Source: an optimization exercise on an open RTL-to-GDS flow (aim: small area and a short achievable clock period). Production flows keep margins and buffers that such runs may drop.
Function was checked by simulation only, so behaviour that the tests miss may differ from the original.

## flow/design.v (module list and top-level ports; edited modules follow where they fit)
// module top_convolution: 1414 lines
// module conv_carry_ks: 23 lines
// module conv_gp: 4 lines
// module conv_g: 3 lines
// module conv_ha: 4 lines
// module conv_xo: 3 lines
// module conv_or: 3 lines
// module conv_xn: 3 lines
// module conv_fa: 4 lines
// module conv_carry: 27 lines
module top_convolution#(parameter int IMG_SIZE = 5)(
    input clk,
    input rst,
    input [23:0] in,
    input [71:0] FILTER,
    output reg [(IMG_SIZE-2)*(IMG_SIZE-2)*9-1:0] OUT);
  // ...
==> flow/flow/run.sh <==
#!/bin/bash
# Layout flow: the standard ORFS flow (standard.sh, unchanged synthesis)
# with two settings changed: the port buffers are buf_1 cells instead of the
# default choice, and timing repair aims for 12.4 ns of setup slack.
set -euo pipefail
export BUFFER_PORTS_ARGS="-buffer_cell sky130_fd_sc_hd__buf_1"
export SETUP_SLACK_MARGIN=12.4
bash standard.sh > standard_make.log 2>&1
==> flow/standard.sh <==
#!/bin/bash
# synth_recipe.tcl (not shown) runs the flow's synth.tcl, then flattens the netlist and writes it again
# the make line also repeats each setting of config.mk as NAME=value (left out here)
make -C /OpenROAD-flow-scripts/flow DESIGN_CONFIG=/design/flow/config.mk WORK_HOME=/design/flow/orfs CLKGATE_MAP_FILE= SYNTH_SCRIPT=/design/flow/synth_recipe.tcl "${@:-finish}"
==> flow/config.mk <==
export PLATFORM = sky130hd
export DESIGN_NAME = top_convolution
export DESIGN_NICKNAME = top_convolution
export VERILOG_FILES = /design/flow/design.v
export SDC_FILE = /design/flow/constraint.sdc
export NUM_CORES = 4
export LEC_CHECK = 0
export CAP_MARGIN = 20
export CORE_MARGIN = 2
export CORE_UTILIZATION = 40
export CTS_BUF_LIST = sky130_fd_sc_hd__clkbuf_16
export CTS_CLUSTER_DIAMETER = 60
export CTS_CLUSTER_SIZE = 30
export SLEW_MARGIN = 20
export SYNTH_HIERARCHICAL = 1
export SYNTH_MINIMUM_KEEP_SIZE = 0
==> flow/constraint.sdc <==
create_clock -name core_clock -period 17.0 [get_ports {clk}]
set_input_delay 3.4000 -clock core_clock [delete_from_list [all_inputs] [get_ports {clk}]]
set_output_delay 3.4000 -clock core_clock [all_outputs]
set_load 0.01 [all_outputs]
==> results_tabular.tex, run 1 <==
\begin{tabular}{lr}
\hline
Metric & Value \\
\hline
\multicolumn{2}{l}{\textbf{Run status}} \\
\quad Status & no timing/DRC/antenna violations \\
\multicolumn{2}{l}{\textbf{Global routing}} \\
\quad Total overflow reported by the global router & 0 \\
\quad Busiest grt layer & met2 \\
\quad Met3 routing resource usage after global routing & 0.0274 \\
\quad Number of global-route vias before repair & 10,300 \\
\multicolumn{2}{l}{\textbf{Finish}} \\
\quad Register with the highest flop count & OUT \\
\quad Nets & 1,882 \\
\quad Layout fillers & 3,677 \\
\quad Cell Count, Final, Fillers Out & 1,998 \\
\quad Layout overhead on the synthesized area & 14.1\% \\
\multicolumn{2}{l}{\textbf{Clock tree}} \\
\quad CTS tree & yes \\
\quad Bufs on Longest Clock Path & 3 \\
\quad Post-cts hold buffer count & 0 \\
\multicolumn{2}{l}{\textbf{Route}} \\
\quad Count of nets left with antenna violations after detail routing & 0 \\
\quad Initial detailed-routing violation count & 372 \\
\quad Wire length on met3 & 1960 µm \\
\multicolumn{2}{l}{\textbf{Timing}} \\
\quad Final number of setup-violating endpoints & 0 \\
\quad Setup WS post-layout & 12,450 ps \\
\quad Min Tclk post-route & 4550 ps \\
\quad Max Fclk & 0.220 GHz \\
\multicolumn{2}{l}{\textbf{Setup path}} \\
\quad Reg-to-reg slack, setup & 12,630 ps \\
\quad Slowest stage cell on the critical path & edfxtp\_1 \\
\multicolumn{2}{l}{\textbf{Logic synthesis}} \\
\quad Yosys warns & 7 \\
\multicolumn{2}{l}{\textbf{Worst hold path}} \\
\quad Hold path endpoint & d0b[3]\$\_DFF\_P\_ \\
\multicolumn{2}{l}{\textbf{Run}} \\
\quad Max capacitance violation total & 0 \\
\multicolumn{2}{l}{\textbf{Floorplanning}} \\
\quad Horizontal die dimension & 204 µm \\
\multicolumn{2}{l}{\textbf{Placement}} \\
\quad Final GP Congestion & 0.805 \\
\hline
\end{tabular}
==> run 2: changes to the inputs <==
--- a/flow/design.v
+++ b/flow/design.v
@@ -19,78 +19,80 @@
     for (genvar i = 0; i < 8; i++) begin : csa
         conv_fa u (.a(in[16+i]), .b(in[8+i]), .c(in[i]), .s(cs_s[i]), .co(cs_c[i]));
     end
     wire [7:0] pp880 = {cs_s[7] ^ cs_c[6], cs_s[6] ^ cs_c[5], cs_s[5] ^ cs_c[4], cs_s[4] ^ cs_c[3], cs_s[3] ^ cs_c[2], cs_s[2] ^ cs_c[1], cs_s[1] ^ cs_c[0], cs_s[0]};
     wire [7:0] gg881 = {cs_s[7] & cs_c[6], cs_s[6] & cs_c[5], cs_s[5] & cs_c[4], cs_s[4] & cs_c[3], cs_s[3] & cs_c[2], cs_s[2] & cs_c[1], cs_s[1] & cs_c[0], 1'b0};
     wire [8:1] cy882;
     conv_carry_ks u882 (.g(gg881), .p(pp880), .c(cy882));
     wire [8:0] sin = {(cs_c[7]) ^ cy882[8], pp880[7:1] ^ cy882[7:1], pp880[0]};
-    logic [8:0] s;
-    always_ff @(posedge clk) s <= sin;
-    logic [8:0] r0a, r0b, r0c, d0a, d0b, r1a, r1b, r1c, d1a, d1b, r2a, r2b;
+    logic [8:0] s, x1, x2;
+    always_ff @(posedge clk) begin
+        s <= sin;
+        x1 <= s;
+        x2 <= x1;
+    end
+    logic [8:0] r0a, r0b, r0c, d0, r1a, r1b, r1c, d1, r2a, r2b;
     always_ff @(posedge clk) begin
         r0a <= n0a;
         r0b <= n0b;
         r0c <= n0c;
-        d0a <= r0c;
-        d0b <= d0a;
+        d0 <= r0c;
         r1a <= n1a;
         r1b <= n1b;
         r1c <= n1c;
-        d1a <= r1c;
-        d1b <= d1a;
+        d1 <= r1c;
         r2a <= n2a;
         r2b <= n2b;
     end
-    wire p1 = ~(s[0] & tp00[0]);
-    wire p2 = ~(s[0] & tp00[1]);
-    wire p3 = ~(s[0] & tp00[2]);
-    wire p4 = ~(s[0] & tp00[3]);
-    wire p5 = ~(s[0] & tp00[4]);
-    wire p6 = ~(s[0] & tp00[5]);
-    wire p7 = ~(s[0] & tp00[6]);
-    wire p8 = ~(s[0] & tp00[7]);
-    wire p9 = ~(s[0] & tp00[8]);
-    wire p10 = ~(s[1] & tp00[0]);
-    wire p11 = ~(s[1] & tp00[1]);
-    wire p12 = ~(s[1] & tp00[2]);
-    wire p13 = ~(s[1] & tp00[3]);
-    wire p14 = ~(s[1] & tp00[4]);
-    wire p15 = ~(s[1] & tp00[5]);
-    wire p16 = ~(s[1] & tp00[6]);
-    wire p17 = ~(s[1] & tp00[7]);
-    wire p18 = ~(s[2] & tp00[0]);
-    wire p19 = ~(s[2] & tp00[1]);
-    wire p20 = ~(s[2] & tp00[2]);
-    wire p21 = ~(s[2] & tp00[3]);
-    wire p22 = ~(s[2] & tp00[4]);
-    wire p23 = ~(s[2] & tp00[5]);
-    wire p24 = ~(s[2] & tp00[6]);
-    wire p25 = ~(s[3] & tp00[0]);
-    wire p26 = ~(s[3] & tp00[1]);
-    wire p27 = ~(s[3] & tp00[2]);
-    wire p28 = ~(s[3] & tp00[3]);
-    wire p29 = ~(s[3] & tp00[4]);
-    wire p30 = ~(s[3] & tp00[5]);
-    wire p31 = ~(s[4] & tp00[0]);
-    wire p32 = ~(s[4] & tp00[1]);
-    wire p33 = ~(s[4] & tp00[2]);
-    wire p34 = ~(s[4] & tp00[3]);
-    wire p35 = ~(s[4] & tp00[4]);
-    wire p36 = ~(s[5] & tp00[0]);
-    wire p37 = ~(s[5] & tp00[1]);
-    wire p38 = ~(s[5] & tp00[2]);
-    wire p39 = ~(s[5] & tp00[3]);
-    wire p40 = ~(s[6] & tp00[0]);
-    wire p41 = ~(s[6] & tp00[1]);
-    wire p42 = ~(s[6] & tp00[2]);
-    wire p43 = ~(s[7] & tp00[0]);
-    wire p44 = ~(s[7] & tp00[1]);
-    wire p45 = ~(s[8] & tp00[0]);
+    wire p1 = ~(x2[0] & tp00[0]);
+    wire p2 = ~(x2[0] & tp00[1]);
+    wire p3 = ~(x2[0] & tp00[2]);
+    wire p4 = ~(x2[0] & tp00[3]);
+    wire p5 = ~(x2[0] & tp00[4]);
+    wire p6 = ~(x2[0] & tp00[5]);
+    wire p7 = ~(x2[0] & tp00[6]);
+    wire p8 = ~(x2[0] & tp00[7]);
+    wire p9 = ~(x2[0] & tp00[8]);
+    wire p10 = ~(x2[1] & tp00[0]);
+    wire p11 = ~(x2[1] & tp00[1]);
+    wire p12 = ~(x2[1] & tp00[2]);
+    wire p13 = ~(x2[1] & tp00[3]);
+    wire p14 = ~(x2[1] & tp00[4]);
+    wire p15 = ~(x2[1] & tp00[5]);
+    wire p16 = ~(x2[1] & tp00[6]);
+    wire p17 = ~(x2[1] & tp00[7]);
+    wire p18 = ~(x2[2] & tp00[0]);
+    wire p19 = ~(x2[2] & tp00[1]);
+    wire p20 = ~(x2[2] & tp00[2]);
+    wire p21 = ~(x2[2] & tp00[3]);
+    wire p22 = ~(x2[2] & tp00[4]);
+    wire p23 = ~(x2[2] & tp00[5]);
+    wire p24 = ~(x2[2] & tp00[6]);
+    wire p25 = ~(x2[3] & tp00[0]);
+    wire p26 = ~(x2[3] & tp00[1]);
+    wire p27 = ~(x2[3] & tp00[2]);
+    wire p28 = ~(x2[3] & tp00[3]);
+    wire p29 = ~(x2[3] & tp00[4]);
+    wire p30 = ~(x2[3] & tp00[5]);
+    wire p31 = ~(x2[4] & tp00[0]);
+    wire p32 = ~(x2[4] & tp00[1]);
+    wire p33 = ~(x2[4] & tp00[2]);
+    wire p34 = ~(x2[4] & tp00[3]);
+    wire p35 = ~(x2[4] & tp00[4]);
+    wire p36 = ~(x2[5] & tp00[0]);
+    wire p37 = ~(x2[5] & tp00[1]);
+    wire p38 = ~(x2[5] & tp00[2]);
+    wire p39 = ~(x2[5] & tp00[3]);
+    wire p40 = ~(x2[6] & tp00[0]);
+    wire p41 = ~(x2[6] & tp00[1]);
+    wire p42 = ~(x2[6] & tp00[2]);
+    wire p43 = ~(x2[7] & tp00[0]);
+    wire p44 = ~(x2[7] & tp00[1]);
+    wire p45 = ~(x2[8] & tp00[0]);
     wire s46, c46;
     conv_ha u46 (.a(p2), .b(p10), .s(s46), .co(c46));
     wire s47, c47;
     conv_fa u47 (.a(p3), .b(p11), .c(p18), .s(s47), .co(c47));
     wire s48, c48;
     conv_ha u48 (.a(c46), .b(s47), .s(s48), .co(c48));
     wire s49, c49;
     conv_fa u49 (.a(p4), .b(p12), .c(p19), .s(s49), .co(c49));
@@ -168,61 +170,61 @@
     conv_xo u85 (.a(x83), .b(x84), .y(x85));
     wire x86;
     conv_xo u86 (.a(x85), .b(c71), .y(x86));
     wire x87;
     conv_xo u87 (.a(x86), .b(c72), .y(x87));
     wire x88;
     conv_xo u88 (.a(x87), .b(c73), .y(x88));
     wire [8:0] n0a = {x88, s73, s66, s60, s55, s51, s48, s46, p1};
-    wire p89 = ~(s[0] & tp01[0]);
-    wire p90 = ~(s[0] & tp01[1]);
-    wire p91 = ~(s[0] & tp01[2]);
-    wire p92 = ~(s[0] & tp01[3]);
-    wire p93 = ~(s[0] & tp01[4]);
-    wire p94 = ~(s[0] & tp01[5]);
-    wire p95 = ~(s[0] & tp01[6]);
-    wire p96 = ~(s[0] & tp01[7]);
-    wire p97 = ~(s[0] & tp01[8]);
-    wire p98 = ~(s[1] & tp01[0]);
-    wire p99 = ~(s[1] & tp01[1]);
-    wire p100 = ~(s[1] & tp01[2]);
-    wire p101 = ~(s[1] & tp01[3]);
-    wire p102 = ~(s[1] & tp01[4]);
-    wire p103 = ~(s[1] & tp01[5]);
-    wire p104 = ~(s[1] & tp01[6]);
-    wire p105 = ~(s[1] & tp01[7]);
-    wire p106 = ~(s[2] & tp01[0]);
-    wire p107 = ~(s[2] & tp01[1]);
-    wire p108 = ~(s[2] & tp01[2]);
-    wire p109 = ~(s[2] & tp01[3]);
-    wire p110 = ~(s[2] & tp01[4]);
-    wire p111 = ~(s[2] & tp01[5]);
-    wire p112 = ~(s[2] & tp01[6]);
-    wire p113 = ~(s[3] & tp01[0]);
-    wire p114 = ~(s[3] & tp01[1]);
-    wire p115 = ~(s[3] & tp01[2]);
-    wire p116 = ~(s[3] & tp01[3]);
-    wire p117 = ~(s[3] & tp01[4]);
-    wire p118 = ~(s[3] & tp01[5]);
-    wire p119 = ~(s[4] & tp01[0]);
-    wire p120 = ~(s[4] & tp01[1]);
-    wire p121 = ~(s[4] & tp01[2]);
-    wire p122 = ~(s[4] & tp01[3]);
-    wire p123 = ~(s[4] & tp01[4]);
-    wire p124 = ~(s[5] & tp01[0]);
-    wire p125 = ~(s[5] & tp01[1]);
-    wire p126 = ~(s[5] & tp01[2]);
-    wire p127 = ~(s[5] & tp01[3]);
-    wire p128 = ~(s[6] & tp01[0]);
-    wire p129 = ~(s[6] & tp01[1]);
-    wire p130 = ~(s[6] & tp01[2]);
-    wire p131 = ~(s[7] & tp01[0]);
-    wire p132 = ~(s[7] & tp01[1]);
-    wire p133 = ~(s[8] & tp01[0]);
+    wire p89 = ~(x2[0] & tp01[0]);
+    wire p90 = ~(x2[0] & tp01[1]);
+    wire p91 = ~(x2[0] & tp01[2]);
+    wire p92 = ~(x2[0] & tp01[3]);
+    wire p93 = ~(x2[0] & tp01[4]);
+    wire p94 = ~(x2[0] & tp01[5]);
+    wire p95 = ~(x2[0] & tp01[6]);
+    wire p96 = ~(x2[0] & tp01[7]);
+    wire p97 = ~(x2[0] & tp01[8]);
+    wire p98 = ~(x2[1] & tp01[0]);
+    wire p99 = ~(x2[1] & tp01[1]);
+    wire p100 = ~(x2[1] & tp01[2]);
+    wire p101 = ~(x2[1] & tp01[3]);
+    wire p102 = ~(x2[1] & tp01[4]);
+    wire p103 = ~(x2[1] & tp01[5]);
+    wire p104 = ~(x2[1] & tp01[6]);
+    wire p105 = ~(x2[1] & tp01[7]);
+    wire p106 = ~(x2[2] & tp01[0]);
+    wire p107 = ~(x2[2] & tp01[1]);
+    wire p108 = ~(x2[2] & tp01[2]);
+    wire p109 = ~(x2[2] & tp01[3]);
+    wire p110 = ~(x2[2] & tp01[4]);
+    wire p111 = ~(x2[2] & tp01[5]);
+    wire p112 = ~(x2[2] & tp01[6]);
+    wire p113 = ~(x2[3] & tp01[0]);
+    wire p114 = ~(x2[3] & tp01[1]);
+    wire p115 = ~(x2[3] & tp01[2]);
+    wire p116 = ~(x2[3] & tp01[3]);
+    wire p117 = ~(x2[3] & tp01[4]);
+    wire p118 = ~(x2[3] & tp01[5]);
+    wire p119 = ~(x2[4] & tp01[0]);
+    wire p120 = ~(x2[4] & tp01[1]);
+    wire p121 = ~(x2[4] & tp01[2]);
+    wire p122 = ~(x2[4] & tp01[3]);
+    wire p123 = ~(x2[4] & tp01[4]);
+    wire p124 = ~(x2[5] & tp01[0]);
+    wire p125 = ~(x2[5] & tp01[1]);
+    wire p126 = ~(x2[5] & tp01[2]);
+    wire p127 = ~(x2[5] & tp01[3]);
+    wire p128 = ~(x2[6] & tp01[0]);
+    wire p129 = ~(x2[6] & tp01[1]);
+    wire p130 = ~(x2[6] & tp01[2]);
+    wire p131 = ~(x2[7] & tp01[0]);
+    wire p132 = ~(x2[7] & tp01[1]);
+    wire p133 = ~(x2[8] & tp01[0]);
     wire s134, c134;
     conv_ha u134 (.a(r0a[0]), .b(p89), .s(s134), .co(c134));
     wire s135, c135;
     conv_fa u135 (.a(r0a[1]), .b(p90), .c(p98), .s(s135), .co(c135));
     wire s136, c136;
     conv_ha u136 (.a(c134), .b(s135), .s(s136), .co(c136));
     wire s137, c137;
     conv_fa u137 (.a(r0a[2]), .b(p91), .c(p99), .s(s137), .co(c137));
@@ -320,61 +322,61 @@
     conv_xo u183 (.a(c166), .b(x182), .y(x183));
     wire x184;
     conv_xo u184 (.a(x183), .b(c167), .y(x184));
     wire x185;
     conv_xo u185 (.a(x184), .b(c168), .y(x185));
     wire x186;
     conv_xo u186 (.a(x185), .b(c169), .y(x186));
     wire [8:0] n0b = {x186, s169, s161, s154, s148, s143, s139, s136, s134};
-    wire p187 = ~(s[0] & tp02[0]);
-    wire p188 = ~(s[0] & tp02[1]);
-    wire p189 = ~(s[0] & tp02[2]);
-    wire p190 = ~(s[0] & tp02[3]);
-    wire p191 = ~(s[0] & tp02[4]);
-    wire p192 = ~(s[0] & tp02[5]);
-    wire p193 = ~(s[0] & tp02[6]);
-    wire p194 = ~(s[0] & tp02[7]);
-    wire p195 = ~(s[0] & tp02[8]);
-    wire p196 = ~(s[1] & tp02[0]);
-    wire p197 = ~(s[1] & tp02[1]);
-    wire p198 = ~(s[1] & tp02[2]);
-    wire p199 = ~(s[1] & tp02[3]);
-    wire p200 = ~(s[1] & tp02[4]);
-    wire p201 = ~(s[1] & tp02[5]);
-    wire p202 = ~(s[1] & tp02[6]);
-    wire p203 = ~(s[1] & tp02[7]);
-    wire p204 = ~(s[2] & tp02[0]);
-    wire p205 = ~(s[2] & tp02[1]);
-    wire p206 = ~(s[2] & tp02[2]);
-    wire p207 = ~(s[2] & tp02[3]);
-    wire p208 = ~(s[2] & tp02[4]);
-    wire p209 = ~(s[2] & tp02[5]);
-    wire p210 = ~(s[2] & tp02[6]);
-    wire p211 = ~(s[3] & tp02[0]);
-    wire p212 = ~(s[3] & tp02[1]);
-    wire p213 = ~(s[3] & tp02[2]);
-    wire p214 = ~(s[3] & tp02[3]);
-    wire p215 = ~(s[3] & tp02[4]);
-    wire p216 = ~(s[3] & tp02[5]);
-    wire p217 = ~(s[4] & tp02[0]);
-    wire p218 = ~(s[4] & tp02[1]);
-    wire p219 = ~(s[4] & tp02[2]);
-    wire p220 = ~(s[4] & tp02[3]);
-    wire p221 = ~(s[4] & tp02[4]);
-    wire p222 = ~(s[5] & tp02[0]);
-    wire p223 = ~(s[5] & tp02[1]);
-    wire p224 = ~(s[5] & tp02[2]);
-    wire p225 = ~(s[5] & tp02[3]);
-    wire p226 = ~(s[6] & tp02[0]);
-    wire p227 = ~(s[6] & tp02[1]);
-    wire p228 = ~(s[6] & tp02[2]);
-    wire p229 = ~(s[7] & tp02[0]);
-    wire p230 = ~(s[7] & tp02[1]);
-    wire p231 = ~(s[8] & tp02[0]);
+    wire p187 = ~(x2[0] & tp02[0]);
+    wire p188 = ~(x2[0] & tp02[1]);
+    wire p189 = ~(x2[0] & tp02[2]);
+    wire p190 = ~(x2[0] & tp02[3]);
+    wire p191 = ~(x2[0] & tp02[4]);
+    wire p192 = ~(x2[0] & tp02[5]);
+    wire p193 = ~(x2[0] & tp02[6]);
+    wire p194 = ~(x2[0] & tp02[7]);
+    wire p195 = ~(x2[0] & tp02[8]);
+    wire p196 = ~(x2[1] & tp02[0]);
+    wire p197 = ~(x2[1] & tp02[1]);
+    wire p198 = ~(x2[1] & tp02[2]);
+    wire p199 = ~(x2[1] & tp02[3]);
+    wire p200 = ~(x2[1] & tp02[4]);
+    wire p201 = ~(x2[1] & tp02[5]);
+    wire p202 = ~(x2[1] & tp02[6]);
+    wire p203 = ~(x2[1] & tp02[7]);
+    wire p204 = ~(x2[2] & tp02[0]);
+    wire p205 = ~(x2[2] & tp02[1]);
+    wire p206 = ~(x2[2] & tp02[2]);
+    wire p207 = ~(x2[2] & tp02[3]);
+    wire p208 = ~(x2[2] & tp02[4]);
+    wire p209 = ~(x2[2] & tp02[5]);
+    wire p210 = ~(x2[2] & tp02[6]);
+    wire p211 = ~(x2[3] & tp02[0]);
+    wire p212 = ~(x2[3] & tp02[1]);
+    wire p213 = ~(x2[3] & tp02[2]);
+    wire p214 = ~(x2[3] & tp02[3]);
+    wire p215 = ~(x2[3] & tp02[4]);
+    wire p216 = ~(x2[3] & tp02[5]);
+    wire p217 = ~(x2[4] & tp02[0]);
+    wire p218 = ~(x2[4] & tp02[1]);
+    wire p219 = ~(x2[4] & tp02[2]);
+    wire p220 = ~(x2[4] & tp02[3]);
+    wire p221 = ~(x2[4] & tp02[4]);
+    wire p222 = ~(x2[5] & tp02[0]);
+    wire p223 = ~(x2[5] & tp02[1]);
+    wire p224 = ~(x2[5] & tp02[2]);
+    wire p225 = ~(x2[5] & tp02[3]);
+    wire p226 = ~(x2[6] & tp02[0]);
+    wire p227 = ~(x2[6] & tp02[1]);
+    wire p228 = ~(x2[6] & tp02[2]);
+    wire p229 = ~(x2[7] & tp02[0]);
+    wire p230 = ~(x2[7] & tp02[1]);
+    wire p231 = ~(x2[8] & tp02[0]);
     wire s232, c232;
     conv_ha u232 (.a(r0b[0]), .b(p187), .s(s232), .co(c232));
     wire s233, c233;
     conv_fa u233 (.a(r0b[1]), .b(p188), .c(p196), .s(s233), .co(c233));
     wire s234, c234;
     conv_ha u234 (.a(c232), .b(s233), .s(s234), .co(c234));
     wire s235, c235;
     conv_fa u235 (.a(r0b[2]), .b(p189), .c(p197), .s(s235), .co(c235));
@@ -472,135 +474,135 @@
     conv_xo u281 (.a(c264), .b(x280), .y(x281));
     wire x282;
     conv_xo u282 (.a(x281), .b(c265), .y(x282));
     wire x283;
     conv_xo u283 (.a(x282), .b(c266), .y(x283));
     wire x284;
     conv_xo u284 (.a(x283), .b(c267), .y(x284));
     wire [8:0] n0c = {x284, s267, s259, s252, s246, s241, s237, s234, s232};
-    wire p285 = ~(s[0] & tp10[0]);
-    wire p286 = ~(s[0] & tp10[1]);
-    wire p287 = ~(s[0] & tp10[2]);
-    wire p288 = ~(s[0] & tp10[3]);
-    wire p289 = ~(s[0] & tp10[4]);
-    wire p290 = ~(s[0] & tp10[5]);
-    wire p291 = ~(s[0] & tp10[6]);
-    wire p292 = ~(s[0] & tp10[7]);
-    wire p293 = ~(s[0] & tp10[8]);
-    wire p294 = ~(s[1] & tp10[0]);
-    wire p295 = ~(s[1] & tp10[1]);
-    wire p296 = ~(s[1] & tp10[2]);
-    wire p297 = ~(s[1] & tp10[3]);
-    wire p298 = ~(s[1] & tp10[4]);
-    wire p299 = ~(s[1] & tp10[5]);
-    wire p300 = ~(s[1] & tp10[6]);
-    wire p301 = ~(s[1] & tp10[7]);
-    wire p302 = ~(s[2] & tp10[0]);
-    wire p303 = ~(s[2] & tp10[1]);
-    wire p304 = ~(s[2] & tp10[2]);
-    wire p305 = ~(s[2] & tp10[3]);
-    wire p306 = ~(s[2] & tp10[4]);
-    wire p307 = ~(s[2] & tp10[5]);
-    wire p308 = ~(s[2] & tp10[6]);
-    wire p309 = ~(s[3] & tp10[0]);
-    wire p310 = ~(s[3] & tp10[1]);
-    wire p311 = ~(s[3] & tp10[2]);
-    wire p312 = ~(s[3] & tp10[3]);
-    wire p313 = ~(s[3] & tp10[4]);
-    wire p314 = ~(s[3] & tp10[5]);
-    wire p315 = ~(s[4] & tp10[0]);
-    wire p316 = ~(s[4] & tp10[1]);
-    wire p317 = ~(s[4] & tp10[2]);
-    wire p318 = ~(s[4] & tp10[3]);
-    wire p319 = ~(s[4] & tp10[4]);
-    wire p320 = ~(s[5] & tp10[0]);
-    wire p321 = ~(s[5] & tp10[1]);
-    wire p322 = ~(s[5] & tp10[2]);
-    wire p323 = ~(s[5] & tp10[3]);
-    wire p324 = ~(s[6] & tp10[0]);
-    wire p325 = ~(s[6] & tp10[1]);
-    wire p326 = ~(s[6] & tp10[2]);
-    wire p327 = ~(s[7] & tp10[0]);
-    wire p328 = ~(s[7] & tp10[1]);
-    wire p329 = ~(s[8] & tp10[0]);
+    wire p285 = ~(x1[0] & tp10[0]);
+    wire p286 = ~(x1[0] & tp10[1]);
+    wire p287 = ~(x1[0] & tp10[2]);
+    wire p288 = ~(x1[0] & tp10[3]);
+    wire p289 = ~(x1[0] & tp10[4]);
+    wire p290 = ~(x1[0] & tp10[5]);
+    wire p291 = ~(x1[0] & tp10[6]);
+    wire p292 = ~(x1[0] & tp10[7]);
+    wire p293 = ~(x1[0] & tp10[8]);
+    wire p294 = ~(x1[1] & tp10[0]);
+    wire p295 = ~(x1[1] & tp10[1]);
+    wire p296 = ~(x1[1] & tp10[2]);
+    wire p297 = ~(x1[1] & tp10[3]);
+    wire p298 = ~(x1[1] & tp10[4]);
+    wire p299 = ~(x1[1] & tp10[5]);
+    wire p300 = ~(x1[1] & tp10[6]);
+    wire p301 = ~(x1[1] & tp10[7]);
+    wire p302 = ~(x1[2] & tp10[0]);
+    wire p303 = ~(x1[2] & tp10[1]);
+    wire p304 = ~(x1[2] & tp10[2]);
+    wire p305 = ~(x1[2] & tp10[3]);
+    wire p306 = ~(x1[2] & tp10[4]);
+    wire p307 = ~(x1[2] & tp10[5]);
+    wire p308 = ~(x1[2] & tp10[6]);
+    wire p309 = ~(x1[3] & tp10[0]);
+    wire p310 = ~(x1[3] & tp10[1]);
+    wire p311 = ~(x1[3] & tp10[2]);
+    wire p312 = ~(x1[3] & tp10[3]);
+    wire p313 = ~(x1[3] & tp10[4]);
+    wire p314 = ~(x1[3] & tp10[5]);
+    wire p315 = ~(x1[4] & tp10[0]);
+    wire p316 = ~(x1[4] & tp10[1]);
+    wire p317 = ~(x1[4] & tp10[2]);
+    wire p318 = ~(x1[4] & tp10[3]);
+    wire p319 = ~(x1[4] & tp10[4]);
+    wire p320 = ~(x1[5] & tp10[0]);
+    wire p321 = ~(x1[5] & tp10[1]);
+    wire p322 = ~(x1[5] & tp10[2]);
+    wire p323 = ~(x1[5] & tp10[3]);
+    wire p324 = ~(x1[6] & tp10[0]);
+    wire p325 = ~(x1[6] & tp10[1]);
+    wire p326 = ~(x1[6] & tp10[2]);
+    wire p327 = ~(x1[7] & tp10[0]);
+    wire p328 = ~(x1[7] & tp10[1]);
+    wire p329 = ~(x1[8] & tp10[0]);
     wire s330, c330;
-    conv_ha u330 (.a(d0b[0]), .b(p285), .s(s330), .co(c330));
+    conv_ha u330 (.a(d0[0]), .b(p285), .s(s330), .co(c330));
     wire s331, c331;
-    conv_fa u331 (.a(d0b[1]), .b(p286), .c(p294), .s(s331), .co(c331));
+    conv_fa u331 (.a(d0[1]), .b(p286), .c(p294), .s(s331), .co(c331));
     wire s332, c332;
     conv_ha u332 (.a(c330), .b(s331), .s(s332), .co(c332));
     wire s333, c333;
-    conv_fa u333 (.a(d0b[2]), .b(p287), .c(p295), .s(s333), .co(c333));
+    conv_fa u333 (.a(d0[2]), .b(p287), .c(p295), .s(s333), .co(c333));
     wire s334, c334;
     conv_fa u334 (.a(p302), .b(c331), .c(s333), .s(s334), .co(c334));
     wire s335, c335;
     conv_ha u335 (.a(c332), .b(s334), .s(s335), .co(c335));
     wire s336, c336;
-    conv_fa u336 (.a(d0b[3]), .b(p288), .c(p296), .s(s336), .co(c336));
+    conv_fa u336 (.a(d0[3]), .b(p288), .c(p296), .s(s336), .co(c336));
     wire s337, c337;
     conv_fa u337 (.a(p303), .b(p309), .c(c333), .s(s337), .co(c337));
     wire s338, c338;
     conv_fa u338 (.a(s336), .b(s337), .c(c334), .s(s338), .co(c338));
     wire s339, c339;
     conv_ha u339 (.a(c335), .b(s338), .s(s339), .co(c339));
     wire s340, c340;
-    conv_fa u340 (.a(d0b[4]), .b(p289), .c(p297), .s(s340), .co(c340));
+    conv_fa u340 (.a(d0[4]), .b(p289), .c(p297), .s(s340), .co(c340));
     wire s341, c341;
     conv_fa u341 (.a(p304), .b(p310), .c(p315), .s(s341), .co(c341));
     wire s342, c342;
     conv_fa u342 (.a(c336), .b(s340), .c(s341), .s(s342), .co(c342));
     wire s343, c343;
     conv_fa u343 (.a(c337), .b(s342), .c(c338), .s(s343), .co(c343));
     wire s344, c344;
     conv_ha u344 (.a(c339), .b(s343), .s(s344), .co(c344));
     wire s345, c345;
-    conv_fa u345 (.a(d0b[5]), .b(p290), .c(p298), .s(s345), .co(c345));
+    conv_fa u345 (.a(d0[5]), .b(p290), .c(p298), .s(s345), .co(c345));
     wire s346, c346;
     conv_fa u346 (.a(p305), .b(p311), .c(p316), .s(s346), .co(c346));
     wire s347, c347;
     conv_fa u347 (.a(p320), .b(c340), .c(c341), .s(s347), .co(c347));
     wire s348, c348;
     conv_fa u348 (.a(s345), .b(s346), .c(c342), .s(s348), .co(c348));
     wire s349, c349;
     conv_fa u349 (.a(s347), .b(s348), .c(c343), .s(s349), .co(c349));
     wire s350, c350;
     conv_ha u350 (.a(c344), .b(s349), .s(s350), .co(c350));
     wire s351, c351;
-    conv_fa u351 (.a(d0b[6]), .b(p291), .c(p299), .s(s351), .co(c351));
+    conv_fa u351 (.a(d0[6]), .b(p291), .c(p299), .s(s351), .co(c351));
     wire s352, c352;
     conv_fa u352 (.a(p306), .b(p312), .c(p317), .s(s352), .co(c352));
     wire s353, c353;
     conv_fa u353 (.a(p321), .b(p324), .c(c345), .s(s353), .co(c353));
     wire s354, c354;
     conv_fa u354 (.a(c346), .b(s351), .c(s352), .s(s354), .co(c354));
     wire s355, c355;
     conv_fa u355 (.a(s353), .b(c347), .c(s354), .s(s355), .co(c355));
     wire s356, c356;
     conv_fa u356 (.a(c348), .b(s355), .c(c349), .s(s356), .co(c356));
     wire s357, c357;
     conv_ha u357 (.a(c350), .b(s356), .s(s357), .co(c357));
     wire s358, c358;
-    conv_fa u358 (.a(d0b[7]), .b(p292), .c(p300), .s(s358), .co(c358));
+    conv_fa u358 (.a(d0[7]), .b(p292), .c(p300), .s(s358), .co(c358));
     wire s359, c359;
     conv_fa u359 (.a(p307), .b(p313), .c(p318), .s(s359), .co(c359));
     wire s360, c360;
     conv_fa u360 (.a(p322), .b(p325), .c(p327), .s(s360), .co(c360));
     wire s361, c361;
     conv_fa u361 (.a(c351), .b(c352), .c(s358), .s(s361), .co(c361));
     wire s362, c362;
     conv_fa u362 (.a(s359), .b(s360), .c(c353), .s(s362), .co(c362));
     wire s363, c363;
     conv_fa u363 (.a(c354), .b(s361), .c(s362), .s(s363), .co(c363));
     wire s364, c364;
     conv_fa u364 (.a(c355), .b(s363), .c(c356), .s(s364), .co(c364));
     wire s365, c365;
     conv_ha u365 (.a(c357), .b(s364), .s(s365), .co(c365));
     wire x366;
-    conv_xo u366 (.a(d0b[8]), .b(p293), .y(x366));
+    conv_xo u366 (.a(d0[8]), .b(p293), .y(x366));
     wire x367;
     conv_xo u367 (.a(p301), .b(p308), .y(x367));
     wire x368;
     conv_xo u368 (.a(p314), .b(p319), .y(x368));
     wire x369;
     conv_xo u369 (.a(p323), .b(p326), .y(x369));
     wire x370;
     conv_xo u370 (.a(p328), .b(p329), .y(x370));
@@ -624,61 +626,61 @@
     conv_xo u379 (.a(c362), .b(x378), .y(x379));
     wire x380;
     conv_xo u380 (.a(x379), .b(c363), .y(x380));
     wire x381;
     conv_xo u381 (.a(x380), .b(c364), .y(x381));
     wire x382;
     conv_xo u382 (.a(x381), .b(c365), .y(x382));
     wire [8:0] n1a = {x382, s365, s357, s350, s344, s339, s335, s332, s330};
-    wire p383 = ~(s[0] & tp11[0]);
-    wire p384 = ~(s[0] & tp11[1]);
-    wire p385 = ~(s[0] & tp11[2]);
-    wire p386 = ~(s[0] & tp11[3]);
-    wire p387 = ~(s[0] & tp11[4]);
-    wire p388 = ~(s[0] & tp11[5]);
-    wire p389 = ~(s[0] & tp11[6]);
-    wire p390 = ~(s[0] & tp11[7]);
-    wire p391 = ~(s[0] & tp11[8]);
-    wire p392 = ~(s[1] & tp11[0]);
-    wire p393 = ~(s[1] & tp11[1]);
-    wire p394 = ~(s[1] & tp11[2]);
-    wire p395 = ~(s[1] & tp11[3]);
-    wire p396 = ~(s[1] & tp11[4]);
-    wire p397 = ~(s[1] & tp11[5]);
-    wire p398 = ~(s[1] & tp11[6]);
-    wire p399 = ~(s[1] & tp11[7]);
-    wire p400 = ~(s[2] & tp11[0]);
-    wire p401 = ~(s[2] & tp11[1]);
-    wire p402 = ~(s[2] & tp11[2]);
-    wire p403 = ~(s[2] & tp11[3]);
-    wire p404 = ~(s[2] & tp11[4]);
-    wire p405 = ~(s[2] & tp11[5]);
-    wire p406 = ~(s[2] & tp11[6]);
-    wire p407 = ~(s[3] & tp11[0]);
-    wire p408 = ~(s[3] & tp11[1]);
-    wire p409 = ~(s[3] & tp11[2]);
-    wire p410 = ~(s[3] & tp11[3]);
-    wire p411 = ~(s[3] & tp11[4]);
-    wire p412 = ~(s[3] & tp11[5]);
-    wire p413 = ~(s[4] & tp11[0]);
-    wire p414 = ~(s[4] & tp11[1]);
-    wire p415 = ~(s[4] & tp11[2]);
-    wire p416 = ~(s[4] & tp11[3]);
-    wire p417 = ~(s[4] & tp11[4]);
-    wire p418 = ~(s[5] & tp11[0]);
-    wire p419 = ~(s[5] & tp11[1]);
-    wire p420 = ~(s[5] & tp11[2]);
-    wire p421 = ~(s[5] & tp11[3]);
-    wire p422 = ~(s[6] & tp11[0]);
-    wire p423 = ~(s[6] & tp11[1]);
-    wire p424 = ~(s[6] & tp11[2]);
-    wire p425 = ~(s[7] & tp11[0]);
-    wire p426 = ~(s[7] & tp11[1]);
-    wire p427 = ~(s[8] & tp11[0]);
+    wire p383 = ~(x1[0] & tp11[0]);
+    wire p384 = ~(x1[0] & tp11[1]);
+    wire p385 = ~(x1[0] & tp11[2]);
+    wire p386 = ~(x1[0] & tp11[3]);
+    wire p387 = ~(x1[0] & tp11[4]);
+    wire p388 = ~(x1[0] & tp11[5]);
+    wire p389 = ~(x1[0] & tp11[6]);
+    wire p390 = ~(x1[0] & tp11[7]);
+    wire p391 = ~(x1[0] & tp11[8]);
+    wire p392 = ~(x1[1] & tp11[0]);
+    wire p393 = ~(x1[1] & tp11[1]);
+    wire p394 = ~(x1[1] & tp11[2]);
+    wire p395 = ~(x1[1] & tp11[3]);
+    wire p396 = ~(x1[1] & tp11[4]);
+    wire p397 = ~(x1[1] & tp11[5]);
+    wire p398 = ~(x1[1] & tp11[6]);
+    wire p399 = ~(x1[1] & tp11[7]);
+    wire p400 = ~(x1[2] & tp11[0]);
+    wire p401 = ~(x1[2] & tp11[1]);
+    wire p402 = ~(x1[2] & tp11[2]);
+    wire p403 = ~(x1[2] & tp11[3]);
+    wire p404 = ~(x1[2] & tp11[4]);
+    wire p405 = ~(x1[2] & tp11[5]);
+    wire p406 = ~(x1[2] & tp11[6]);
+    wire p407 = ~(x1[3] & tp11[0]);
+    wire p408 = ~(x1[3] & tp11[1]);
+    wire p409 = ~(x1[3] & tp11[2]);
+    wire p410 = ~(x1[3] & tp11[3]);
+    wire p411 = ~(x1[3] & tp11[4]);
+    wire p412 = ~(x1[3] & tp11[5]);
+    wire p413 = ~(x1[4] & tp11[0]);
+    wire p414 = ~(x1[4] & tp11[1]);
+    wire p415 = ~(x1[4] & tp11[2]);
+    wire p416 = ~(x1[4] & tp11[3]);
+    wire p417 = ~(x1[4] & tp11[4]);
+    wire p418 = ~(x1[5] & tp11[0]);
+    wire p419 = ~(x1[5] & tp11[1]);
+    wire p420 = ~(x1[5] & tp11[2]);
+    wire p421 = ~(x1[5] & tp11[3]);
+    wire p422 = ~(x1[6] & tp11[0]);
+    wire p423 = ~(x1[6] & tp11[1]);
+    wire p424 = ~(x1[6] & tp11[2]);
+    wire p425 = ~(x1[7] & tp11[0]);
+    wire p426 = ~(x1[7] & tp11[1]);
+    wire p427 = ~(x1[8] & tp11[0]);
     wire s428, c428;
     conv_ha u428 (.a(r1a[0]), .b(p383), .s(s428), .co(c428));
     wire s429, c429;
     conv_fa u429 (.a(r1a[1]), .b(p384), .c(p392), .s(s429), .co(c429));
     wire s430, c430;
     conv_ha u430 (.a(c428), .b(s429), .s(s430), .co(c430));
     wire s431, c431;
     conv_fa u431 (.a(r1a[2]), .b(p385), .c(p393), .s(s431), .co(c431));
@@ -776,61 +778,61 @@
     conv_xo u477 (.a(c460), .b(x476), .y(x477));
     wire x478;
     conv_xo u478 (.a(x477), .b(c461), .y(x478));
     wire x479;
     conv_xo u479 (.a(x478), .b(c462), .y(x479));
     wire x480;
     conv_xo u480 (.a(x479), .b(c463), .y(x480));
     wire [8:0] n1b = {x480, s463, s455, s448, s442, s437, s433, s430, s428};
-    wire p481 = ~(s[0] & tp12[0]);
-    wire p482 = ~(s[0] & tp12[1]);
-    wire p483 = ~(s[0] & tp12[2]);
-    wire p484 = ~(s[0] & tp12[3]);
-    wire p485 = ~(s[0] & tp12[4]);
-    wire p486 = ~(s[0] & tp12[5]);
-    wire p487 = ~(s[0] & tp12[6]);
-    wire p488 = ~(s[0] & tp12[7]);
-    wire p489 = ~(s[0] & tp12[8]);
-    wire p490 = ~(s[1] & tp12[0]);
-    wire p491 = ~(s[1] & tp12[1]);
-    wire p492 = ~(s[1] & tp12[2]);
-    wire p493 = ~(s[1] & tp12[3]);
-    wire p494 = ~(s[1] & tp12[4]);
-    wire p495 = ~(s[1] & tp12[5]);
-    wire p496 = ~(s[1] & tp12[6]);
-    wire p497 = ~(s[1] & tp12[7]);
-    wire p498 = ~(s[2] & tp12[0]);
-    wire p499 = ~(s[2] & tp12[1]);
-    wire p500 = ~(s[2] & tp12[2]);
-    wire p501 = ~(s[2] & tp12[3]);
-    wire p502 = ~(s[2] & tp12[4]);
-    wire p503 = ~(s[2] & tp12[5]);
-    wire p504 = ~(s[2] & tp12[6]);
-    wire p505 = ~(s[3] & tp12[0]);
-    wire p506 = ~(s[3] & tp12[1]);
-    wire p507 = ~(s[3] & tp12[2]);
-    wire p508 = ~(s[3] & tp12[3]);
-    wire p509 = ~(s[3] & tp12[4]);
-    wire p510 = ~(s[3] & tp12[5]);
-    wire p511 = ~(s[4] & tp12[0]);
-    wire p512 = ~(s[4] & tp12[1]);
-    wire p513 = ~(s[4] & tp12[2]);
-    wire p514 = ~(s[4] & tp12[3]);
-    wire p515 = ~(s[4] & tp12[4]);
-    wire p516 = ~(s[5] & tp12[0]);
-    wire p517 = ~(s[5] & tp12[1]);
-    wire p518 = ~(s[5] & tp12[2]);
-    wire p519 = ~(s[5] & tp12[3]);
-    wire p520 = ~(s[6] & tp12[0]);
-    wire p521 = ~(s[6] & tp12[1]);
-    wire p522 = ~(s[6] & tp12[2]);
-    wire p523 = ~(s[7] & tp12[0]);
-    wire p524 = ~(s[7] & tp12[1]);
-    wire p525 = ~(s[8] & tp12[0]);
+    wire p481 = ~(x1[0] & tp12[0]);
+    wire p482 = ~(x1[0] & tp12[1]);
+    wire p483 = ~(x1[0] & tp12[2]);
+    wire p484 = ~(x1[0] & tp12[3]);
+    wire p485 = ~(x1[0] & tp12[4]);
+    wire p486 = ~(x1[0] & tp12[5]);
+    wire p487 = ~(x1[0] & tp12[6]);
+    wire p488 = ~(x1[0] & tp12[7]);
+    wire p489 = ~(x1[0] & tp12[8]);
+    wire p490 = ~(x1[1] & tp12[0]);
+    wire p491 = ~(x1[1] & tp12[1]);
+    wire p492 = ~(x1[1] & tp12[2]);
+    wire p493 = ~(x1[1] & tp12[3]);
+    wire p494 = ~(x1[1] & tp12[4]);
+    wire p495 = ~(x1[1] & tp12[5]);
+    wire p496 = ~(x1[1] & tp12[6]);
+    wire p497 = ~(x1[1] & tp12[7]);
+    wire p498 = ~(x1[2] & tp12[0]);
+    wire p499 = ~(x1[2] & tp12[1]);
+    wire p500 = ~(x1[2] & tp12[2]);
+    wire p501 = ~(x1[2] & tp12[3]);
+    wire p502 = ~(x1[2] & tp12[4]);
+    wire p503 = ~(x1[2] & tp12[5]);
+    wire p504 = ~(x1[2] & tp12[6]);
+    wire p505 = ~(x1[3] & tp12[0]);
+    wire p506 = ~(x1[3] & tp12[1]);
+    wire p507 = ~(x1[3] & tp12[2]);
+    wire p508 = ~(x1[3] & tp12[3]);
+    wire p509 = ~(x1[3] & tp12[4]);
+    wire p510 = ~(x1[3] & tp12[5]);
+    wire p511 = ~(x1[4] & tp12[0]);
+    wire p512 = ~(x1[4] & tp12[1]);
+    wire p513 = ~(x1[4] & tp12[2]);
+    wire p514 = ~(x1[4] & tp12[3]);
+    wire p515 = ~(x1[4] & tp12[4]);
+    wire p516 = ~(x1[5] & tp12[0]);
+    wire p517 = ~(x1[5] & tp12[1]);
+    wire p518 = ~(x1[5] & tp12[2]);
+    wire p519 = ~(x1[5] & tp12[3]);
+    wire p520 = ~(x1[6] & tp12[0]);
+    wire p521 = ~(x1[6] & tp12[1]);
+    wire p522 = ~(x1[6] & tp12[2]);
+    wire p523 = ~(x1[7] & tp12[0]);
+    wire p524 = ~(x1[7] & tp12[1]);
+    wire p525 = ~(x1[8] & tp12[0]);
     wire s526, c526;
     conv_ha u526 (.a(r1b[0]), .b(p481), .s(s526), .co(c526));
     wire s527, c527;
     conv_fa u527 (.a(r1b[1]), .b(p482), .c(p490), .s(s527), .co(c527));
     wire s528, c528;
     conv_ha u528 (.a(c526), .b(s527), .s(s528), .co(c528));
     wire s529, c529;
     conv_fa u529 (.a(r1b[2]), .b(p483), .c(p491), .s(s529), .co(c529));
@@ -974,89 +976,89 @@
     wire p617 = ~(s[5] & tp20[3]);
     wire p618 = ~(s[6] & tp20[0]);
     wire p619 = ~(s[6] & tp20[1]);
     wire p620 = ~(s[6] & tp20[2]);
     wire p621 = ~(s[7] & tp20[0]);
     wire p622 = ~(s[7] & tp20[1]);
     wire p623 = ~(s[8] & tp20[0]);
     wire s624, c624;
-    conv_ha u624 (.a(d1b[0]), .b(p579), .s(s624), .co(c624));
+    conv_ha u624 (.a(d1[0]), .b(p579), .s(s624), .co(c624));
     wire s625, c625;
-    conv_fa u625 (.a(d1b[1]), .b(p580), .c(p588), .s(s625), .co(c625));
+    conv_fa u625 (.a(d1[1]), .b(p580), .c(p588), .s(s625), .co(c625));
     wire s626, c626;
     conv_ha u626 (.a(c624), .b(s625), .s(s626), .co(c626));
     wire s627, c627;
-    conv_fa u627 (.a(d1b[2]), .b(p581), .c(p589), .s(s627), .co(c627));
+    conv_fa u627 (.a(d1[2]), .b(p581), .c(p589), .s(s627), .co(c627));
     wire s628, c628;
     conv_fa u628 (.a(p596), .b(c625), .c(s627), .s(s628), .co(c628));
     wire s629, c629;
     conv_ha u629 (.a(c626), .b(s628), .s(s629), .co(c629));
     wire s630, c630;
-    conv_fa u630 (.a(d1b[3]), .b(p582), .c(p590), .s(s630), .co(c630));
+    conv_fa u630 (.a(d1[3]), .b(p582), .c(p590), .s(s630), .co(c630));
     wire s631, c631;
     conv_fa u631 (.a(p597), .b(p603), .c(c627), .s(s631), .co(c631));
     wire s632, c632;
     conv_fa u632 (.a(s630), .b(s631), .c(c628), .s(s632), .co(c632));
     wire s633, c633;
     conv_ha u633 (.a(c629), .b(s632), .s(s633), .co(c633));
     wire s634, c634;
-    conv_fa u634 (.a(d1b[4]), .b(p583), .c(p591), .s(s634), .co(c634));
+    conv_fa u634 (.a(d1[4]), .b(p583), .c(p591), .s(s634), .co(c634));
     wire s635, c635;
     conv_fa u635 (.a(p598), .b(p604), .c(p609), .s(s635), .co(c635));
     wire s636, c636;
     conv_fa u636 (.a(c630), .b(s634), .c(s635), .s(s636), .co(c636));
     wire s637, c637;
     conv_fa u637 (.a(c631), .b(s636), .c(c632), .s(s637), .co(c637));
     wire s638, c638;
     conv_ha u638 (.a(c633), .b(s637), .s(s638), .co(c638));
     wire s639, c639;
-    conv_fa u639 (.a(d1b[5]), .b(p584), .c(p592), .s(s639), .co(c639));
+    conv_fa u639 (.a(d1[5]), .b(p584), .c(p592), .s(s639), .co(c639));
     wire s640, c640;
     conv_fa u640 (.a(p599), .b(p605), .c(p610), .s(s640), .co(c640));
     wire s641, c641;
     conv_fa u641 (.a(p614), .b(c634), .c(c635), .s(s641), .co(c641));
     wire s642, c642;
     conv_fa u642 (.a(s639), .b(s640), .c(c636), .s(s642), .co(c642));
     wire s643, c643;
     conv_fa u643 (.a(s641), .b(s642), .c(c637), .s(s643), .co(c643));
     wire s644, c644;
     conv_ha u644 (.a(c638), .b(s643), .s(s644), .co(c644));
     wire s645, c645;
-    conv_fa u645 (.a(d1b[6]), .b(p585), .c(p593), .s(s645), .co(c645));
+    conv_fa u645 (.a(d1[6]), .b(p585), .c(p593), .s(s645), .co(c645));
     wire s646, c646;
     conv_fa u646 (.a(p600), .b(p606), .c(p611), .s(s646), .co(c646));
     wire s647, c647;
     conv_fa u647 (.a(p615), .b(p618), .c(c639), .s(s647), .co(c647));
     wire s648, c648;
     conv_fa u648 (.a(c640), .b(s645), .c(s646), .s(s648), .co(c648));
     wire s649, c649;
     conv_fa u649 (.a(s647), .b(c641), .c(s648), .s(s649), .co(c649));
     wire s650, c650;
     conv_fa u650 (.a(c642), .b(s649), .c(c643), .s(s650), .co(c650));
     wire s651, c651;
     conv_ha u651 (.a(c644), .b(s650), .s(s651), .co(c651));
     wire s652, c652;
-    conv_fa u652 (.a(d1b[7]), .b(p586), .c(p594), .s(s652), .co(c652));
+    conv_fa u652 (.a(d1[7]), .b(p586), .c(p594), .s(s652), .co(c652));
     wire s653, c653;
     conv_fa u653 (.a(p601), .b(p607), .c(p612), .s(s653), .co(c653));
     wire s654, c654;
     conv_fa u654 (.a(p616), .b(p619), .c(p621), .s(s654), .co(c654));
     wire s655, c655;
     conv_fa u655 (.a(c645), .b(c646), .c(s652), .s(s655), .co(c655));
     wire s656, c656;
     conv_fa u656 (.a(s653), .b(s654), .c(c647), .s(s656), .co(c656));
     wire s657, c657;
     conv_fa u657 (.a(c648), .b(s655), .c(s656), .s(s657), .co(c657));
     wire s658, c658;
     conv_fa u658 (.a(c649), .b(s657), .c(c650), .s(s658), .co(c658));
     wire s659, c659;
     conv_ha u659 (.a(c651), .b(s658), .s(s659), .co(c659));
     wire x660;
-    conv_xo u660 (.a(d1b[8]), .b(p587), .y(x660));
+    conv_xo u660 (.a(d1[8]), .b(p587), .y(x660));
     wire x661;
     conv_xo u661 (.a(p595), .b(p602), .y(x661));
     wire x662;
     conv_xo u662 (.a(p608), .b(p613), .y(x662));
     wire x663;
     conv_xo u663 (.a(p617), .b(p620), .y(x663));
     wire x664;
     conv_xo u664 (.a(p622), .b(p623), .y(x664));
==> run 2 against run 1 <==
Against the previous run:
- register-to-register slack lost 50 ps
- worst setup slack lost 15 ps
- first-iteration DRC count grew 11%
==> results_tabular.tex, run 2 <==
\begin{tabular}{lr}
\hline
Metric & Value \\
\hline
\multicolumn{2}{l}{\textbf{Global routing}} \\
\quad Met1 GRT Util & 0.208 \\
\quad Overall routing resource usage & 0.165 \\
\quad Total overflow reported by the global router & 0 (unchanged) \\
\quad Initial antenna violation count & 0 \\
\quad Met3 routing resource usage after global routing & 0.0259 (-0.00154) \\
\quad Met2 capacity usage during global routing & 0.295 \\
\quad Number of global-route vias before repair & 10,500 (+1.9\%) \\
\quad Busiest grt layer & met2 \\
\quad Largest net degree at the start of global routing & 31 \\
\quad Wire length of the first global-routing pass & 53,800 µm \\
\multicolumn{2}{l}{\textbf{Floorplanning}} \\
\quad Number of cell rows & 73 \\
\quad Height of the chip & 204 µm \\
\quad Horizontal die dimension & 204 µm (-0.22\%) \\
\quad IO Pins & 179 \\
\quad Die footprint & 0.0415 mm² \\
\quad Core area & 0.0395 mm² \\
\quad Initial cell density of the core & 0.404 \\
\multicolumn{2}{l}{\textbf{Run}} \\
\quad Max capacitance violation total & 0 (unchanged) \\
\multicolumn{2}{l}{\textbf{Timing}} \\
\quad Setup tns final & 0 ps \\
\quad Max Clock Skew & 54.1 ps \\
\quad Final number of setup-violating endpoints & 0 (unchanged) \\
\quad Max Fclk & 0.219 GHz (-0.33\%) \\
\quad Slew Limit Fails & 0 \\
\quad Min Tclk post-route & 4570 ps (+15.2 ps) \\
\quad Max\_slew headroom & 0.352 \\
\quad Fin crit share & 0.269 \\
\quad Worst slack on hold paths & 324 ps \\
\quad Setup WS post-layout & 12,430 ps (-15.2 ps) \\
\quad Actual slew at the worst max-slew pin & 972 ps \\
\quad Unrepaired setup endpoints after global routing & yes \\
\quad Final hold viol count & 0 \\
\multicolumn{2}{l}{\textbf{Setup path}} \\
\quad Cell-by-cell listing of the critical path & clkbuf\_2 \\
\quad Reg-to-reg slack, setup & 12,580 ps (-50 ps) \\
\quad Biggest fanout along the worst timing path & 1 \\
\quad Reg-to-reg critical path startpoint & s[0]\$\_DFF\_P\_ \\
\quad Worst setup SP type & register \\
\quad Class of the most critical setup path & register to primary output \\
\quad Launch point of the worst path & OUT[63]\$\_DFFE\_PP\_ \\
\quad CP Depth & 1 \\
\quad Cell depth of the worst flop-to-flop path & 12 \\
\quad Slowest stage cell on the critical path & edfxtp\_1 \\
\quad Crit path DAT & 1170 ps \\
\quad Cell family with most CP delay & flip-flops \\
\quad Longest individual stage delay on the worst path & 430 ps \\
\quad Worst Path Buf+Inv & 1 \\
\quad Reg2reg end & OUT[62]\$\_DFFE\_PP\_ \\
\quad Worst Setup End Kind & primary output \\
\quad Required time of the worst setup path & 13,600 ps \\
\quad Critical path endpoint & OUT[63] \\
\multicolumn{2}{l}{\textbf{Route}} \\
\quad Initial detailed-routing violation count & 412 (+11\%) \\
\quad Number of vias in the routed layout & 9,507 \\
\quad Average routed wire per standard cell & 16.3 µm \\
\quad Detailed-route wire length & 32,700 µm \\
\quad Count of nets left with antenna violations after detail routing & 0 (unchanged) \\
\quad Number of detailed-routing iterations run before antenna repair & 5 \\
\quad Vias per Instance & 4.76 \\
\quad Remaining design rule violation count & 0 \\
\multicolumn{2}{l}{\textbf{Clock tree}} \\
\quad Total clock sinks & 275 \\
\quad H-tree levels & 1 \\
\quad Clk\_lat worst skew & 590 ps \\
\quad Number of CTS-inserted buffers & 26 \\
\quad Bufs on Longest Clock Path & 3 (unchanged) \\
\quad Clock root buffer master & clkbuf\_16 \\
\quad Clock-pin slew of the registers on the worst-case setup and hold paths & 100 ps \\
\quad CTS tree & yes \\
\multicolumn{2}{l}{\textbf{Logic synthesis}} \\
\quad Cells after synthesis & 1,294 \\
\quad Mapped Area & 0.0160 mm² \\
\quad Average size of a mapped cell & 12.3 µm² \\
\quad Yosys warns & 7 (unchanged) \\
\multicolumn{2}{l}{\textbf{Finish}} \\
\quad Most common cell after layout, fill and taps aside & nand2\_1 \\
\quad Layout fillers & 3,620 (-1.6\%) \\
\quad Layout overhead on the synthesized area & 14.5\% \\
\quad Antenna diode instance count & 0 \\
\quad Nets & 1,883 (+0.053\%) \\
\quad Number of flip-flops in the largest register & 81 \\
\quad Layout cell share with drive strength beyond 1 & 0.0570 \\
\quad Largest registers ranked by flip-flop count & OUT (81), f (72) \\
\quad Top library cells by usage in the layout, fill and taps aside & 397 x nand2\_1, 253 x fa\_1, 192 x dfxtp\_1, 169 x buf\_1, 158 x xor2\_1 \\
\quad Register with the highest flop count & OUT \\
\multicolumn{2}{l}{\textbf{Worst hold path}} \\
\quad Worst min-delay path category & register to register \\
\quad Hold Crit Depth & 0 \\
\multicolumn{2}{l}{\textbf{Placement}} \\
\quad Placed wire-length estimate & 24,500 µm \\
\quad Final GP Congestion & 0.799 (-0.75\%) \\
\quad Pre-CTS setup slack & 11,920 ps \\
\quad Count of buffers inserted at the top-level ports & 178 \\
\multicolumn{2}{l}{\textbf{Run status}} \\
\quad Status & no timing/DRC/antenna violations \\
\hline
\end{tabular}
-- run 2: worst min-delay path by stage --
| stage | start | end | slack (ps) |
|---|---|---|---|
| after global routing | r0c[3]$_DFF_P_ | d0[3]$_DFF_P_ | 340 |
| final | r0c[6]$_DFF_P_ | d0[6]$_DFF_P_ | 320 |
| after detailed placement | r0c[2]$_DFF_P_ | d0[2]$_DFF_P_ | 310 |
| after CTS | r0c[6]$_DFF_P_ | d0[6]$_DFF_P_ | 330 |
| after floorplan | r0c[0]$_DFF_P_ | d0[0]$_DFF_P_ | 310 |
| after global placement | r1c[8]$_DFF_P_ | d1[8]$_DFF_P_ | 310 |
-- run 2: metal layers --
layer,vias up,share of wire
met5,-,0
met4,0,0.021
met3,41,0.050
met2,253,0.51
met1,4854,0.42
li1,4359,-
-- run 2: per-stage QoR --
stage,cell area (µm²),util,cells
floorplan,16100,-,1297
global placement,17200,0.435,1951
detailed placement,17200,0.435,1951
CTS,18200,0.461,1998
global route,18300,0.462,1999
finish,18300,0.462,1999
-- run 2: worst register-to-register path, stage by stage (launching register included) --
cell	delay, ps
dfxtp_1	340
buf_6	230
nand2_1	120
or2_1	250
fa_1	510
fa_1	430
ha_1	210
fa_1	390
fa_1	400
fa_1	400
fa_1	420
xor2_2	270
nor2b_4	280
-- run 2: what timing repair did --
action / CTS / global route
buffers inserted: 0 / 0
endpoints found under the setup margin: 22 / 33
gates cloned: 0 / 1
hold buffers: 0 / 0
resized for setup: 3 / 13
-- run 2: area by class of cell --
cell class	instances	area, µm²	area share
clock buffer	26	651	0.0356
clock inverter	21	379	0.0207
inverter	6	22.5	0.00123
multi-input combinational	960	9500	0.520
sequential	275	6320	0.346
tap	525	657	0.0360
timing repair buffer	186	743	0.0407
==> run 3: changes to the inputs <==
==> flow/flow/run.sh (replaced) <==
#!/bin/bash
# Layout flow: the standard ORFS flow (standard.sh, unchanged synthesis)
# with one setting changed: the port buffers are buf_1 cells instead of the
# default choice.
set -euo pipefail
export BUFFER_PORTS_ARGS="-buffer_cell sky130_fd_sc_hd__buf_1"
bash standard.sh > standard_make.log 2>&1
==> run 3 against run 2 <==
Against the previous run:
- still clean on timing, DRC and antenna
- sequential cell count stayed put
- die area stayed put
- critical path depth is 10 higher
- hold slack better by 0.96 ps
- synthesized cell count stayed put
- wire length is 0.50% higher
- maximum frequency is 3.7% lower
- largest cell class unchanged
- highest routed layer unchanged
==> results_tabular.tex, run 3 <==
\begin{tabular}{lr}
\hline
Metric & Value \\
\hline
\multicolumn{2}{l}{\textbf{Run status}} \\
\quad Status & no timing/DRC/antenna violations \\
\multicolumn{2}{l}{\textbf{Clock tree}} \\
\quad Setup fix buffers added after clock tree synthesis & 0 (unchanged) \\
\quad Bufs on Longest Clock Path & 3 (unchanged) \\
\quad Clock-pin slew of the registers on the worst-case setup and hold paths & 90 ps (about the same) \\
\quad Number of gates resized after CTS & 0 (-3) \\
\quad Clk\_lat worst skew & 590 ps (about the same) \\
\quad H-tree levels & 1 (unchanged) \\
\quad Clock root buffer master & clkbuf\_16 \\
\quad Number of CTS-inserted buffers & 27 (+3.8\%) \\
\quad Post-cts hold buffer count & 0 (unchanged) \\
\quad CTS tree & yes \\
\quad Total clock sinks & 275 (unchanged) \\
\multicolumn{2}{l}{\textbf{Timing}} \\
\quad Final number of setup-violating endpoints & 0 (unchanged) \\
\quad Max Clock Skew & 35.6 ps (-18.5 ps) \\
\quad Final hold viol count & 0 (unchanged) \\
\quad Unrepaired setup endpoints after global routing & no \\
\quad Actual slew at the worst max-slew pin & 963 ps (-8.56 ps) \\
\quad Min Tclk post-route & 4740 ps (+176 ps) \\
\quad Max\_slew headroom & 0.357 (+0.00483) \\
\quad Fin crit share & 0.279 (+0.0104) \\
\quad Slew Limit Fails & 0 (unchanged) \\
\quad Max Fclk & 0.211 GHz (-3.7\%) \\
\quad Setup tns final & 0 ps (unchanged) \\
\multicolumn{2}{l}{\textbf{Route}} \\
\quad Remaining design rule violation count & 0 (unchanged) \\
\quad Number of vias in the routed layout & 9,514 (+0.074\%) \\
\quad Initial detailed-routing violation count & 417 (+1.2\%) \\
\quad Detailed-route wire length & 32,800 µm (+0.50\%) \\
\quad Count of nets left with antenna violations after detail routing & 0 (unchanged) \\
\quad Vias per Instance & 4.75 (about the same) \\
\quad Average routed wire per standard cell & 16.4 µm (+0.40\%) \\
\quad Number of detailed-routing iterations run before antenna repair & 5 (unchanged) \\
\multicolumn{2}{l}{\textbf{Global routing}} \\
\quad Overall routing resource usage & 0.166 (+0.000972) \\
\quad Total overflow reported by the global router & 0 (unchanged) \\
\quad Largest net degree at the start of global routing & 30 (-3.2\%) \\
\quad Wire length of the first global-routing pass & 54,100 µm (+0.54\%) \\
\quad Number of global-route vias before repair & 10,500 (+0.17\%) \\
\quad Initial antenna violation count & 0 (unchanged) \\
\multicolumn{2}{l}{\textbf{Finish}} \\
\quad Cell Count, Final, Fillers Out & 2,001 (+0.10\%) \\
\quad Antenna diode instance count & 0 (unchanged) \\
\quad Number of flip-flops in the largest register & 81 (unchanged) \\
\quad Top library cells by usage in the layout, fill and taps aside & 397 x nand2\_1, 253 x fa\_1, 194 x dfxtp\_1, 178 x buf\_1, 159 x xor2\_1 \\
\quad Most common cell after layout, fill and taps aside & nand2\_1 \\
\quad Register with the highest flop count & OUT \\
\quad Nets & 1,883 (unchanged) \\
\quad Layout fillers & 3,623 (+0.083\%) \\
\quad Layout cell share with drive strength beyond 1 & 0.0434 (-0.0136) \\
\quad Layout overhead on the synthesized area & 13.9\% \\
\quad Largest registers ranked by flip-flop count & OUT (81), f (72) \\
\multicolumn{2}{l}{\textbf{Worst hold path}} \\
\quad Worst min-delay path category & register to register \\
\multicolumn{2}{l}{\textbf{Floorplanning}} \\
\quad Initial cell density of the core & 0.404 (unchanged) \\
\quad Number of cell rows & 73 (unchanged) \\
\quad Horizontal die dimension & 204 µm (unchanged) \\
\quad IO Pins & 179 (unchanged) \\
\quad Height of the chip & 204 µm (unchanged) \\
\quad Die footprint & 0.0415 mm² (unchanged) \\
\quad Core area & 0.0395 mm² (unchanged) \\
\multicolumn{2}{l}{\textbf{Placement}} \\
\quad Count of buffers inserted at the top-level ports & 178 (unchanged) \\
\quad Instance count after placement with tap cells included & 1,951 (unchanged) \\
\quad Placed wire-length estimate & 24,300 µm (-0.64\%) \\
\quad Final GP Congestion & 0.809 (+1.3\%) \\
\multicolumn{2}{l}{\textbf{Setup path}} \\
\quad Worst Setup End Kind & register \\
\quad Required time of the worst setup path & 17,310 ps (+3710 ps) \\
\quad Worst setup SP type & register \\
\quad CP dominant cell by count & fa\_1 \\
\quad Slowest stage cell on the critical path & nor2b\_1 \\
\quad Class of the most critical setup path & register to register \\
\quad Cell-by-cell listing of the critical path & buf\_4 > nand2\_1 > fa\_1 > fa\_1 > fa\_1 > fa\_1 > fa\_1 > fa\_1 > fa\_1 > xor2\_1 > nor2b\_1 \\
\quad Longest individual stage delay on the worst path & 550 ps (+120 ps) \\
\quad Crit path DAT & 5050 ps (+3880 ps) \\
\quad Biggest fanout along the worst timing path & 25 (+24) \\
\multicolumn{2}{l}{\textbf{Logic synthesis}} \\
\quad Mapped Area & 0.0160 mm² (unchanged) \\
\quad Cells after synthesis & 1,294 (unchanged) \\
\quad Yosys warns & 7 (unchanged) \\
\quad Average size of a mapped cell & 12.3 µm² (unchanged) \\
\multicolumn{2}{l}{\textbf{Run}} \\
\quad Max capacitance violation total & 0 (unchanged) \\
\hline
\end{tabular}
run 3: area by class of cell:
type | count | area [µm²] | area share
inverter | 6 | 22.5 | 0.00124
timing repair buffer | 186 | 728 | 0.0400
sequential | 275 | 6320 | 0.347
tap | 525 | 657 | 0.0361
clock inverter | 23 | 390 | 0.0215
clock buffer | 27 | 676 | 0.0372
multi-input combinational | 959 | 9390 | 0.517
run 3: metal layers:
metal | vias up | GRT usage | part of all wire
li1 | 4357 | - | -
met1 | 4837 | 0.204 | 0.41
met2 | 266 | 0.298 | 0.51
met3 | 54 | 0.0291 | 0.052
met4 | 0 | 0.0464 | 0.028
met5 | - | 0 | 0
run 3: critical path, delay by kind of cell, from the launching register on:
family                   cells  cell delay, ps
adder cells (fa/ha/maj)      7            2970
AND/OR/NAND/NOR              2             670
XOR/XNOR                     1             220
flip-flops                   1             320
buffers and inverters        1             280
run 3: path summary, 6_finish.rpt:
| check | startpoint | endpoint | slack (ps) | cells after the start |
|---|---|---|---|---|
| setup / recovery | s[0]$_DFF_P_ | OUT[80]$_DFFE_PP_ | 12260 | 11 |
| hold / removal | r0c[8]$_DFF_P_ | d0[8]$_DFF_P_ | 330 | 0 |
| setup reg to reg | s[0]$_DFF_P_ | OUT[80]$_DFFE_PP_ | 12260 | 11 |
| hold reg to reg | r0c[8]$_DFF_P_ | d0[8]$_DFF_P_ | 330 | 0 |
run 3: per-stage QoR:
stage           util  hold WS [ps]  area (µm²)  setup slack (ps)
3_5_place_dp   0.433           312       17100             11830
6_report       0.460           325       18200             12260
4_1_cts        0.460           327       18200             12220
3_3_place_gp   0.433           313       17100             11880
2_1_floorplan      -           310       16000             12050
5_1_grt        0.460           339       18200             12040

==> afterwards: timing with drivers on the ports <==
In the flow no input, the clock included, has a driving cell. The finished layouts below were timed again as built, in two steps.
Step 1: set_driving_cell puts a clkbuf_16 on clk and a buf_2 on each other input, an assumption about the parent block.
Step 2 moves the port delays by t, midway between the first and last clock arrival at a register: inputs arrive t later, outputs are due t later. That takes back most of the time a late clock gives input paths.
Slacks: no drivers / after step 1 / after step 2; pairs: no drivers / after step 1.
| run | t, ns | setup WS [ns] | worst setup path at the end | cell pins on the clock port's net |
|---|---|---|---|---|
| run 1 | 0.611 | 12.447 / 12.396 / 11.884 | input to register | 1 |
| run 2 | 0.613 | 12.432 / 12.379 / 11.885 | input to register | 1 |
| run 3 | 0.623 | 12.256 / 12.256 / 11.830 | input to register | 1 |
After both steps setup and hold are still met in every run listed. For run 1, which loses most, drivers alone change the setup slack by -0.051 ns; drivers and shift together by -0.563 ns.
